This is an optimization exercise on Yosys and OpenROAD, whose aim is small area, a short achievable clock period and few clock cycles, not a production implementation.
The RTL was checked by simulation tests, not by an equivalence proof against the original design.
Power is estimated from default activity; no workload was simulated.

==> job 7290: inputs <==
Design mnist_conv, start of the top module:
module mnist_conv (
    input  wire        clk,
    input  wire        reset,
    input  wire        start,
    output wire        done,
    input  wire [11:0] img_base,
    input  wire [11:0] krn_base,
    input  wire [11:0] dst_base,
    output wire [11:0] img_addr,
    input  wire [15:0] img_rdata,
    output wire [11:0] krn_addr,
    input  wire [15:0] krn_rdata,
    output wire [11:0] dst_addr,
    output wire [15:0] dst_wdata,
    output wire        dst_we
);
==> flow/config.mk <==
export PLATFORM = sky130hd
export DESIGN_NAME = mnist_conv
export DESIGN_NICKNAME = mnist_conv
export VERILOG_FILES = /design/flow/design.v
export SDC_FILE = /design/flow/constraint.sdc
export NUM_CORES = 4
export LEC_CHECK = 0
export ABC_CLOCK_PERIOD_IN_PS = 3000
export CAP_MARGIN = 20
export CORE_MARGIN = 2
export CORE_UTILIZATION = 55
export SLEW_MARGIN = 20
==> flow/constraint.sdc <==
create_clock -name core_clock -period 8.0 [get_ports {clk}]
set_input_delay 1.6000 -clock core_clock [delete_from_list [all_inputs] [get_ports {clk}]]
set_output_delay 1.6000 -clock core_clock [all_outputs]
set_load 0.01 [all_outputs]
standard.sh (not shown) runs the stock make flow with config.mk's settings and CLKGATE_MAP_FILE= SYNTH_SCRIPT=/design/flow/synth_recipe.tcl, a recipe that flattens the netlist after the stock synthesis.
==> flow/flow/run.sh <==
#!/bin/bash
set -euo pipefail
SETUP_MARGIN=5.15
here=$(pwd)
sed 's/yosys synth -nofsm -noshare {\*}\$args/yosys synth -nofsm -noshare -noabc {*}$args/' \
    synth_recipe.tcl > noabc_synth.tcl
grep -q -- '-noshare -noabc' noabc_synth.tcl
sed -e "s|SYNTH_SCRIPT=[^ ]*|SYNTH_SCRIPT=$here/noabc_synth.tcl SETUP_SLACK_MARGIN=$SETUP_MARGIN|" \
    standard.sh > standard_noabc.sh
grep -q "SYNTH_SCRIPT=$here/noabc_synth.tcl SETUP_SLACK_MARGIN=$SETUP_MARGIN" standard_noabc.sh
bash standard_noabc.sh > flow_make.log 2>&1
==> inputs of job 4226, as changes to job 7290 <==
--- a/flow/design.v
+++ b/flow/design.v
@@ -6148,36 +6148,24 @@
                 cnt    <= 12'd0;
                 ph     <= 3'b001;
             end
         end
     end
-    localparam [1:0] KD_P9 = 2'd0, KD_M17 = 2'd1, KD_P1 = 2'd2, KD_M18 = 2'd3;
-    reg       kstream;
-    reg [1:0] kd;
-    reg [11:0] kstep;
-    always @(*) begin
-        case (kd)
-            KD_P9:   kstep = 12'd9;
-            KD_M17:  kstep = 12'hfef;
-            KD_P1:   kstep = 12'd1;
-            default: kstep = 12'hfee;
-        endcase
-    end
+    reg kstream;
     always @(posedge clk) begin
         if (!run) begin
             ka      <= go ? ka + 12'd8 : krn_base;
             kstream <= 1'b0;
-            kd      <= KD_P9;                               
+        end else if (!kstream) begin
+            if (cnt == 12'd23) begin
+                ka      <= ka + 12'd1;                     
+                kstream <= 1'b1;
+            end else begin
+                ka      <= ka + (ph[2] ? 12'hfef : 12'd9);  
+            end
         end else begin
-            ka <= ka + kstep;
-            if (cnt == 12'd23) kstream <= 1'b1;
-            if (cnt == 12'd22)
-                kd <= KD_P1;                                
-            else if (kstream || cnt == 12'd23)
-                kd <= ph[2] ? KD_M18 : KD_P9;               
-            else
-                kd <= ph[1] ? KD_M17 : KD_P9;               
+            ka <= ka + (ph[0] ? 12'hfee : 12'd9);           
         end
     end
     always @(posedge clk) krd_q <= krn_rdata;
     reg [15:0] ring0 [0:6], ring1 [0:6], ring2 [0:6];
     wire ld0_direct = run && (cnt == 12'd2 || cnt == 12'd3 || cnt == 12'd4);
@@ -6290,11 +6278,11 @@
             default: da_step = 12'd2770;    
         endcase
     end
     wire last_ch = (PIPE % 3 == 0) ? ph[2] : ((PIPE % 3 == 1) ? ph[0] : ph[1]);
     always @(posedge clk) begin
-        if (we_r)
-            da <= da + (last_ch ? da_step : 12'd676);
+        if (!run || cnt <= WE_ON)
+            da <= run ? da : dst_base;
         else
-            da <= dst_base;
+            da <= da + (last_ch ? da_step : 12'd676);
     end
 endmodule
==> flow/flow/run.sh (replaced) <==
#!/bin/bash
# The standard layout (standard.sh), except that synthesis skips the early
# "abc -fast" pass inside Yosys's synth command (synth -noabc).  That pass
# restructures the full-adder trees before extract_fa runs and leaves many
# inverters between adder cells; without it extract_fa maps the trees
# cleanly.  Registers (names, count and cell types) are the same as the
# standard synthesis: the final abc mapping and dfflibmap are unchanged.
set -euo pipefail
here=$(pwd)
sed 's/yosys synth -nofsm -noshare {\*}\$args/yosys synth -nofsm -noshare -noabc {*}$args/' \
    synth_recipe.tcl > noabc_synth.tcl
grep -q -- '-noshare -noabc' noabc_synth.tcl
sed "s|SYNTH_SCRIPT=[^ ]*|SYNTH_SCRIPT=$here/noabc_synth.tcl|" standard.sh > standard_noabc.sh
grep -q "SYNTH_SCRIPT=$here/noabc_synth.tcl" standard_noabc.sh
bash standard_noabc.sh > flow_make.log 2>&1
--- a/flow/config.mk
+++ b/flow/config.mk
@@ -6,7 +6,8 @@
 export NUM_CORES = 4
 export LEC_CHECK = 0
 export ABC_CLOCK_PERIOD_IN_PS = 3000
 export CAP_MARGIN = 20
 export CORE_MARGIN = 2
-export CORE_UTILIZATION = 55
+export CORE_UTILIZATION = 40
+export SETUP_SLACK_MARGIN = 5.0
 export SLEW_MARGIN = 20
==> summary of the runs <==
- Against job 7290, the clock-buffer cell count of job 4226 is lower by 8.
- Clock power: job 4226 is smaller than job 7290 (about 2%).
- In job 4226 the global-route usage is lower than in job 7290, by 11 points.
- Die area: job 4226 is larger than job 7290 (about 37%).
- In job 4226 the hold slack is worse than in job 7290, by 5.5 ps.
==> figures <==
Via count of the first global-routing pass: job 7290 37040; job 4226 37170
Routed length on met3: job 7290 21990 um; job 4226 20240 um
Max IR drop VDD: job 7290 0.2704 mV; job 4226 0.2121 mV
Outcome: job 7290 complete, no violations; job 4226 complete, no violations
Gp weighted congestion: job 7290 1.021; job 4226 0.9802
Multi-input logic area: job 7290 31070 um2; job 4226 30850 um2
Critical Path Start: job 7290 mac.st2_q[9]; job 4226 cnt[10]
Wire length of the first global-routing pass: job 7290 259400 um; job 4226 260300 um
Fill cell instance count of the final layout: job 7290 7584; job 4226 11920
Number of synthesized flops with an enable pin: job 7290 149; job 4226 161
Worst Hold End: job 7290 mv_d[2][1]; job 4226 ring2[5][6]
Testbench counts of job 7290, summed over its fixed seeds: cycles 49,392.
Testbench counts of job 4226, summed over its fixed seeds: cycles 49,392.

---

==> v26: inputs <==
Another version of the RTL of mnist_conv (not shown whole).
clock: 8.0 ns
lec_check: 0
abc_clock_period_in_ps: 3000
cap_margin: 20
core_margin: 2
core_utilization: 55
cts_cluster_diameter: 100
cts_cluster_size: 20
slew_margin: 20
==> flow/flow/run.sh <==
#!/bin/bash
set -euo pipefail
SETUP_MARGIN=5.15
here=$(pwd)
sed 's/yosys synth -nofsm -noshare {\*}\$args/yosys synth -nofsm -noshare -noabc {*}$args/' \
    synth_recipe.tcl > noabc_synth.tcl
grep -q -- '-noshare -noabc' noabc_synth.tcl
sed -e "s|SYNTH_SCRIPT=[^ ]*|SYNTH_SCRIPT=$here/noabc_synth.tcl SETUP_SLACK_MARGIN=$SETUP_MARGIN|" \
    standard.sh > standard_noabc.sh
grep -q "SYNTH_SCRIPT=$here/noabc_synth.tcl SETUP_SLACK_MARGIN=$SETUP_MARGIN" standard_noabc.sh
bash standard_noabc.sh > flow_make.log 2>&1
==> v30 (differences from v26) <==
--- a/flow/design.v
+++ b/flow/design.v
@@ -6210,11 +6210,11 @@
             default: kstep = 12'hfee;
         endcase
     end
     always @(posedge clk) begin
         if (!run) begin
-            ka      <= go ? ka + 12'd8 : krn_base;
+            ka      <= go ? krn_base + 12'd8 : krn_base;
             kstream <= 1'b0;
             kd      <= KD_P9;                               
         end else begin
             ka <= ka + kstep;
             if (cnt == 12'd23) kstream <= 1'b1;
@@ -6226,12 +6226,19 @@
                 kd <= ph[1] ? KD_M17 : KD_P9;               
         end
     end
     always @(posedge clk) krd_q <= krn_rdata;
     reg [15:0] ring0 [0:6], ring1 [0:6], ring2 [0:6];
-    wire ld0_direct = run && (cnt == 12'd2 || cnt == 12'd3 || cnt == 12'd4);
-    wire ld0_add    = run && (cnt == 12'd5 || cnt == 12'd6 || cnt == 12'd7);
+    reg       ld0_direct, ld0_add;
+    reg [6:1] ld_q;
+    integer m;
+    always @(posedge clk) begin
+        ld0_direct <= run && (cnt == 12'd1 || cnt == 12'd2 || cnt == 12'd3);
+        ld0_add    <= run && (cnt == 12'd4 || cnt == 12'd5 || cnt == 12'd6);
+        for (m = 1; m < 7; m = m + 1)
+            ld_q[m] <= run && (cnt == 3*m+4 || cnt == 3*m+5 || cnt == 3*m+6);
+    end
     wire [15:0] ring0_sum = ring2[0] + krd_q;
     genvar j;
     generate
         for (j = 0; j < 7; j = j + 1) begin : g_ring
             always @(posedge clk) begin
@@ -6240,13 +6247,12 @@
             end
             if (j == 0) begin : g_r0
                 always @(posedge clk)
                     ring0[0] <= ld0_add ? ring0_sum : (ld0_direct ? krd_q : ring2[0]);
             end else begin : g_rj
-                wire ld = run && (cnt == 3*j+5 || cnt == 3*j+6 || cnt == 3*j+7);
                 always @(posedge clk)
-                    ring0[j] <= ld ? krd_q : ring2[j];
+                    ring0[j] <= ld_q[j] ? krd_q : ring2[j];
             end
         end
     endgenerate
     reg  [4:0]  rrow, rpos;
     reg  [1:0]  mv_q;
- CORE_UTILIZATION: 55 -> 65
==> v16 (differences from v26) <==
- CTS_CLUSTER_DIAMETER: 100 -> default
- CTS_CLUSTER_SIZE: 20 -> default
==> notes.md <==
Die area is the same in v26 and v16.
Global-route usage: v30 > v16 > v26.
Against v26, the sequential cell count of v30 is higher by 8.
The highest routed wire length belongs to v16, the lowest to v30.
Synthesized area is the same in v16 and v26.
Of v16 and v26, v16 has the higher power (gap about 20%, measured against v26).
The highest cell area belongs to v16, the lowest to v30.
Testbench counts of v26, summed over its fixed seeds: cycles 49,416.
Testbench counts of v30, summed over its fixed seeds: cycles 49,416.
Testbench counts of v16, summed over its fixed seeds: cycles 49,416.

==> static timing again, ports no longer ideal <==
The flow's constraints put no driver on any port. The routed layouts listed below were extracted and timed again, unchanged, in two steps. Step 1 (the two cells are an assumption about what drives the block):
set clk [get_ports {clk}]
set_driving_cell -lib_cell sky130_fd_sc_hd__clkbuf_16 $clk
set_driving_cell -lib_cell sky130_fd_sc_hd__buf_2 [delete_from_list [all_inputs] $clk]
Step 2 also shifts input and output timing later by t, the mid clock arrival at the registers, as if the neighbouring blocks saw the same clock. Slacks: ideal / step 1 / step 2; pairs: ideal / step 1.
| run | t, ns | slack for setup (ns) | clock arrival spread, ns | worst slew at a driven data input, ns | cell pins on the clock port's net |
|---|---|---|---|---|---|
| job 7290 | 0.774 | 5.043 / 5.043 / 4.934 | 0.032 / 0.032 | 0.06 | 1 |
| job 4226 | 0.811 | 4.928 / 4.928 / 4.899 | 0.036 / 0.036 | 0.09 | 1 |
| v26 | 0.785 | 5.117 / 5.047 / 4.707 | 0.036 / 0.036 | 0.08 | 1 |
| v30 | 0.729 | 5.103 / 5.103 / 4.690 | 0.040 / 0.040 | 0.08 | 1 |
| v16 | 0.772 | 5.140 / 5.070 / 4.711 | 0.037 / 0.037 | 0.08 | 1 |
After both steps every run listed still meets setup and hold. For v16, which loses most, drivers alone change the setup slack by -0.070 ns; drivers and shift together by -0.429 ns.
